This is an optimization exercise on Yosys and OpenROAD, whose aim is small area and a short achievable clock period, not a production implementation.
RTL that was checked went through simulation tests only; none was proved equivalent to the original.
No driver is modelled on the clock port, so clocking that relies on it looks cheaper here than on a real chip.
Power is estimated from default activity; no workload was simulated.

## job 7818
Design frequency_measurement, start of the top module:
module frequency_measurement #(
    parameter WIDTH = 32
)(
    input  logic clk,
    input  logic reset,
    input  logic [WIDTH-1:0] a, b,
    input  logic [3:0] opcode,
    output logic [WIDTH-1:0] result,
    output logic N, Z, C, V
);
clock: 75.0 ns
lec_check: 0
abc_area: 1
cap_margin: 20
core_margin: 2
core_utilization: 50
cts_cluster_diameter: 40
cts_cluster_size: 10
slew_margin: 20
standard.sh (not shown) runs the stock make flow with config.mk's settings and CLKGATE_MAP_FILE= SYNTH_SCRIPT=/design/flow/synth_recipe.tcl, a recipe that flattens the netlist after the stock synthesis.
==> flow/flow/run.sh <==
#!/bin/bash
set -euo pipefail
MARGIN=$(cat flow/margin.txt)
MARGIN_CTS=$(cat flow/margin_cts.txt)
SEQ="-sequence unbuffer,sizeup,swap,buffer"
R=$PWD/orfs/results/sky130hd/frequency_measurement/base
bash standard.sh place > std_place.log 2>&1
PORTBUF=buf_2 RTARGS="$SEQ" ODB_IN=$R/3_place.odb ODB_OUT=$R/3_place.odb SDC=$R/3_place.sdc MARGIN=$MARGIN TNS=0 PROPAGATED=0 \
  openroad -no_splash -exit flow/repair.tcl > repair_place.log 2>&1
bash standard.sh cts > std_cts.log 2>&1
RTARGS="$SEQ" ODB_IN=$R/4_cts.odb ODB_OUT=$R/4_cts.odb SDC=$R/4_cts.sdc MARGIN=$MARGIN_CTS TNS=0 PROPAGATED=1 \
  openroad -no_splash -exit flow/repair.tcl > repair_cts.log 2>&1
bash standard.sh finish > std_finish.log 2>&1
==> flow/flow/margin.txt <==
45
==> flow/flow/margin_cts.txt <==
44.3
==> flow/flow/repair.tcl <==
read_liberty $::env(FLOW_HOME)/platforms/sky130hd/lib/sky130_fd_sc_hd__tt_025C_1v80.lib
read_db $::env(ODB_IN)
read_sdc $::env(SDC)
if {$::env(PROPAGATED)} { set_propagated_clock [all_clocks] }
source $::env(FLOW_HOME)/platforms/sky130hd/setRC.tcl
set_dont_use [get_lib_cells {sky130_fd_sc_hd__probe* sky130_fd_sc_hd__lpflow*}]
# the port buffers the standard flow inserts are slow delay cells; use plain buffers
if {[info exists ::env(PORTBUF)]} {
  foreach inst [get_cells {input* output*}] {
    if {[get_property $inst ref_name] == "sky130_fd_sc_hd__clkdlybuf4s50_1"} {
      replace_cell $inst [get_lib_cells sky130_fd_sc_hd__$::env(PORTBUF)]
    }
  }
}
estimate_parasitics -placement
puts "before: worst slack [sta::worst_slack_cmd max] area [rsz::design_area]"
set reps 1
if {[info exists ::env(REPEAT)]} { set reps $::env(REPEAT) }
for {set i 0} {$i < $reps} {incr i} {
  repair_timing -setup -setup_margin $::env(MARGIN) -repair_tns $::env(TNS) {*}$::env(RTARGS) -verbose
}
detailed_placement
check_placement -verbose
estimate_parasitics -placement
puts "after: worst slack [sta::worst_slack_cmd max] area [rsz::design_area]"
report_worst_slack -max
report_worst_slack -min
write_db $::env(ODB_OUT)
Edits applied to the flow inputs when going from job 7818 to job 7817:
--- a/flow/design.v
+++ b/flow/design.v
@@ -922,40 +922,44 @@
     wire [24:0] b_d8 = {1'b0, b_t8} - {1'b0, rb[23:0]};
     wire qb8 = (~|rb[31:24]) & ~b_d8[24];
     wire [23:0] b_r8 = qb8 ? b_d8[23:0] : b_t8;
     wire [24:0] b_t7 = {b_r8, ra[7]};
     wire [25:0] b_d7 = {1'b0, b_t7} - {1'b0, rb[24:0]};
     wire qb7 = (~|rb[31:25]) & ~b_d7[25];
     wire [24:0] b_r7 = qb7 ? b_d7[24:0] : b_t7;
     wire [25:0] b_t6 = {b_r7, ra[6]};
     wire [26:0] b_d6 = {1'b0, b_t6} - {1'b0, rb[25:0]};
     wire qb6 = (~|rb[31:26]) & ~b_d6[26];
     wire [25:0] b_r6 = qb6 ? b_d6[25:0] : b_t6;
+    wire [26:0] b_t5 = {b_r6, ra[5]};
+    wire [27:0] b_d5 = {1'b0, b_t5} - {1'b0, rb[26:0]};
+    wire qb5 = (~|rb[31:27]) & ~b_d5[27];
+    wire [26:0] b_r5 = qb5 ? b_d5[26:0] : b_t5;
     wire bnz = |rb;
     wire sub = (opcode == 4'd1);
     wire [32:0] addr = {1'b0, ra} + {1'b0, rb ^ {32{sub}}} + {32'd0, sub};
     wire [31:0] prod;
     booth_mul mul_unit (.x(ra), .y(rb), .p(prod));
     wire big = |rb[31:5];
     wire right = opcode[0];
     wire [31:0] sh_in, sh_rev, sh_out, sh_res;
     genvar gi;
     for (gi = 0; gi < 32; gi = gi + 1) begin : rev
         assign sh_rev[gi] = ra[31-gi];
         assign sh_res[gi] = right ? sh_out[31-gi] : sh_out[gi];
     end
     assign sh_in = right ? sh_rev : ra;
     assign sh_out = big ? 32'd0 : (sh_in << rb[4:0]);
     wire m31 = rb[31] ^ (|rb[30:0]);
-    wire [25:0] qhi = {rq, qb20, qb19, qb18, qb17, qb16, qb15, qb14, qb13, qb12, qb11, qb10, qb9, qb8, qb7, qb6};
-    wire [31:0] dstate = {qhi, ra[5:0]};
+    wire [26:0] qhi = {rq, qb20, qb19, qb18, qb17, qb16, qb15, qb14, qb13, qb12, qb11, qb10, qb9, qb8, qb7, qb6, qb5};
+    wire [31:0] dstate = {qhi, ra[4:0]};
     logic [31:0] oth;
     logic c_n, v_n;
     logic [1:0] sel;
     always_comb begin
         c_n = 1'b0;
         v_n = 1'b0;
         sel = 2'd3;
         oth = 32'd0;
         case (opcode)
             4'd0: begin oth = addr[31:0]; c_n = addr[32]; v_n = (ra[31] == rb[31]) && (addr[31] != ra[31]); end
             4'd1: begin oth = addr[31:0]; v_n = (ra[31] == m31) && (addr[31] != ra[31]); end
@@ -972,54 +976,50 @@
     end
     wire [31:0] othz = oth;
     wire [31:0] othd = (sel == 2'd1 || sel == 2'd2) ? dstate : oth;
     logic [31:0] roth;
     logic [1:0] rsel;
     logic rzo;
     always_ff @(posedge clk or posedge reset)
         if (reset) begin rsel <= 2'd0; C <= 1'b0; V <= 1'b0; end
         else begin rsel <= sel; C <= c_n; V <= v_n; end
     always_ff @(posedge clk) begin roth <= othd; rzo <= (othz == 32'd0); end
     logic [31:0] cb;
-    logic [25:0] cr;
+    logic [26:0] cr;
     always_ff @(posedge clk) begin
         cb <= rb;
-        cr <= b_r6;
+        cr <= b_r5;
     end
-    wire [25:0] cq = roth[31:6];
-    wire [5:0] ca = roth[5:0];
-    wire [26:0] c_t5 = {cr, ca[5]};
-    wire [27:0] c_d5 = {1'b0, c_t5} - {1'b0, cb[26:0]};
-    wire qc5 = (~|cb[31:27]) & ~c_d5[27];
-    wire [26:0] c_r5 = qc5 ? c_d5[26:0] : c_t5;
-    wire [27:0] c_t4 = {c_r5, ca[4]};
+    wire [26:0] cq = roth[31:5];
+    wire [4:0] ca = roth[4:0];
+    wire [27:0] c_t4 = {cr, ca[4]};
     wire [28:0] c_d4 = {1'b0, c_t4} - {1'b0, cb[27:0]};
     wire qc4 = (~|cb[31:28]) & ~c_d4[28];
     wire [27:0] c_r4 = qc4 ? c_d4[27:0] : c_t4;
     wire [28:0] c_t3 = {c_r4, ca[3]};
     wire [29:0] c_d3 = {1'b0, c_t3} - {1'b0, cb[28:0]};
     wire qc3 = (~|cb[31:29]) & ~c_d3[29];
     wire [28:0] c_r3 = qc3 ? c_d3[28:0] : c_t3;
     wire [29:0] c_t2 = {c_r3, ca[2]};
     wire [30:0] c_d2 = {1'b0, c_t2} - {1'b0, cb[29:0]};
     wire qc2 = (~|cb[31:30]) & ~c_d2[30];
     wire [29:0] c_r2 = qc2 ? c_d2[29:0] : c_t2;
     wire [30:0] c_t1 = {c_r2, ca[1]};
     wire [31:0] c_d1 = {1'b0, c_t1} - {1'b0, cb[30:0]};
     wire qc1 = (~|cb[31:31]) & ~c_d1[31];
     wire [30:0] c_r1 = qc1 ? c_d1[30:0] : c_t1;
     wire [31:0] c_t0 = {c_r1, ca[0]};
     wire [32:0] c_d0 = {1'b0, c_t0} - {1'b0, cb[31:0]};
     wire qc0 = (1'b1) & ~c_d0[32];
     wire [31:0] c_r0 = qc0 ? c_d0[31:0] : c_t0;
-    wire [31:0] quo = {cq, qc5, qc4, qc3, qc2, qc1, qc0};
+    wire [31:0] quo = {cq, qc4, qc3, qc2, qc1, qc0};
     wire [31:0] rem = c_r0;
     wire zrem = qc0 ? (c_t0 == cb) : (c_t0 == 32'd0);
     always_comb begin
         case (rsel)
             2'd1: begin result = quo; Z = (quo == 32'd0); end
             2'd2: begin result = rem; Z = zrem; end
             2'd3: begin result = roth; Z = rzo; end
             default: begin result = 32'd0; Z = 1'b0; end
         endcase
         N = result[31];
     end
Results
Relative to job 7818, global-route wire length before repair decreased by 1700 um in job 7817. Job 7818 vs job 7817, launch point of the worst path: b[25] vs rb[13]. In the metrics for job 7818 and job 7817, the one carrying the higher synthesized cell count is job 7818. Job 7817 ends up with higher count of non-CTS buffers in the layout than job 7818 does. Shortest clock period the worst path allows after layout (job 7817 over job 7818): increase, 26 ps. Number of sinks handled by clock tree synthesis was lower in the run labelled job 7818. Core utilization: job 7817 higher than job 7818. Higher sequential cell count was reported by job 7817, not job 7818. In job 7817, area after synthesis is lower than in job 7818. [compare] base=job 7818 new=job 7817: total power increased by about 7% relative to the old numbers, routed length per placed instance moved up.
Function not checked in job 7817: the RTL went through the layout flow alone.


run 1:
Starting RTL as in the previous note.
Settings: LEC_CHECK=0, ABC_AREA=1, CAP_MARGIN=20, CORE_MARGIN=2, CORE_UTILIZATION=50, CTS_CLUSTER_DIAMETER=40, CTS_CLUSTER_SIZE=10, SLEW_MARGIN=20; clock period 75.0 ns.
==> flow/flow/margin.txt <==
45.7
==> flow/flow/margin_cts.txt <==
44.8
Scripts as last shown in full above: flow/flow/run.sh, flow/flow/repair.tcl
#### Input delta (run 2 over run 1)
--- a/flow/design.v
+++ b/flow/design.v
@@ -925,35 +925,37 @@
     wire [24:0] b_t7 = {b_r8, ra[7]};
     wire [25:0] b_d7 = {1'b0, b_t7} - {1'b0, rb[24:0]};
     wire qb7 = (~|rb[31:25]) & ~b_d7[25];
     wire [24:0] b_r7 = qb7 ? b_d7[24:0] : b_t7;
     wire [25:0] b_t6 = {b_r7, ra[6]};
     wire [26:0] b_d6 = {1'b0, b_t6} - {1'b0, rb[25:0]};
     wire qb6 = (~|rb[31:26]) & ~b_d6[26];
     wire [25:0] b_r6 = qb6 ? b_d6[25:0] : b_t6;
     wire bnz = |rb;
     wire sub = (opcode == 4'd1);
     wire [32:0] addr = {1'b0, ra} + {1'b0, rb ^ {32{sub}}} + {32'd0, sub};
     wire [31:0] prod;
-    booth_mul mul_unit (.x(ra), .y(rb), .p(prod));
     wire big = |rb[31:5];
+    wire is_sh = opcode[3] & ~opcode[2] & ~opcode[1];
     wire right = opcode[0];
-    wire [31:0] sh_in, sh_rev, sh_out, sh_res;
+    wire [31:0] sh_rev, sh_res, pow2, mx, my;
     genvar gi;
     for (gi = 0; gi < 32; gi = gi + 1) begin : rev
         assign sh_rev[gi] = ra[31-gi];
-        assign sh_res[gi] = right ? sh_out[31-gi] : sh_out[gi];
+        assign sh_res[gi] = right ? prod[31-gi] : prod[gi];
+        assign pow2[gi] = ~big & (rb[4:0] == gi);
     end
-    assign sh_in = right ? sh_rev : ra;
-    assign sh_out = big ? 32'd0 : (sh_in << rb[4:0]);
+    assign mx = (is_sh & right) ? sh_rev : ra;
+    assign my = is_sh ? pow2 : rb;
+    booth_mul mul_unit (.x(mx), .y(my), .p(prod));
     wire m31 = rb[31] ^ (|rb[30:0]);
     wire [25:0] qhi = {rq, qb20, qb19, qb18, qb17, qb16, qb15, qb14, qb13, qb12, qb11, qb10, qb9, qb8, qb7, qb6};
     wire [31:0] dstate = {qhi, ra[5:0]};
     logic [31:0] oth;
     logic c_n, v_n;
     logic [1:0] sel;
     always_comb begin
         c_n = 1'b0;
         v_n = 1'b0;
         sel = 2'd3;
         oth = 32'd0;
         case (opcode)
==> comparison <==
- Of run 1 and run 2, the run reporting the lower reported leakage power was run 1.
- Run 2 completed end to end with timing, DRC and antenna clean.
- Compared to run 1, run 2 has sequential cell area 0.38% higher.
- Per the comparison of run 2 with run 1, via density per instance grew by 0.026; count of standard-cell rows shrank by about 0.8%; post-synthesis to final-layout area growth grew by 4.6 points; detailed-route wire length shrank by 0.46%; first-iteration DRC count grew by 1157.
- Share of layout cells above drive strength 1 for run 2: 0.79 points up relative to run 1
- Run 2 vs. run 1: period utilization went up, clock power went down, insertion delay of the later-clocked pin in the worst-skew pair went down, final-layout non-clock buffer area share went up.
For run 2, only the layout was checked, not whether the RTL still works.

[afterwards: timing with drivers on the ports]
The results above use ideal ports. As a check the final layouts listed here were re-extracted and re-timed, cells and wires unchanged.
Step 1 (the two cells are an assumption about what drives the block):
set clk [get_ports {clk}]
set_driving_cell -lib_cell sky130_fd_sc_hd__clkbuf_16 $clk
set_driving_cell -lib_cell sky130_fd_sc_hd__buf_2 [delete_from_list [all_inputs] $clk]
Step 2 also shifts input and output timing later by t, the mid clock arrival at the registers, as if the neighbouring blocks saw the same clock.
Slacks: no drivers / after step 1 / after step 2; pairs: no drivers / after step 1.
| run | shift t [ns] | setup slack, ns | latest minus earliest clock arrival (ns) |
|---|---|---|---|
| job 7818 | 0.605 | 43.876 / 43.922 / 43.318 | 0.039 / 0.039 |
| job 7817 | 0.589 | 43.850 / 43.850 / 43.850 | 0.042 / 0.042 |
| run 1 | 0.601 | 44.038 / 44.079 / 43.478 | 0.034 / 0.034 |
| run 2 | 0.581 | 43.235 / 43.224 / 43.235 | 0.028 / 0.028 |
After both steps setup and hold are still met in every run listed. The setup slack of run 1, which loses most, moves by +0.041 ns with the drivers and by -0.560 ns with both steps.
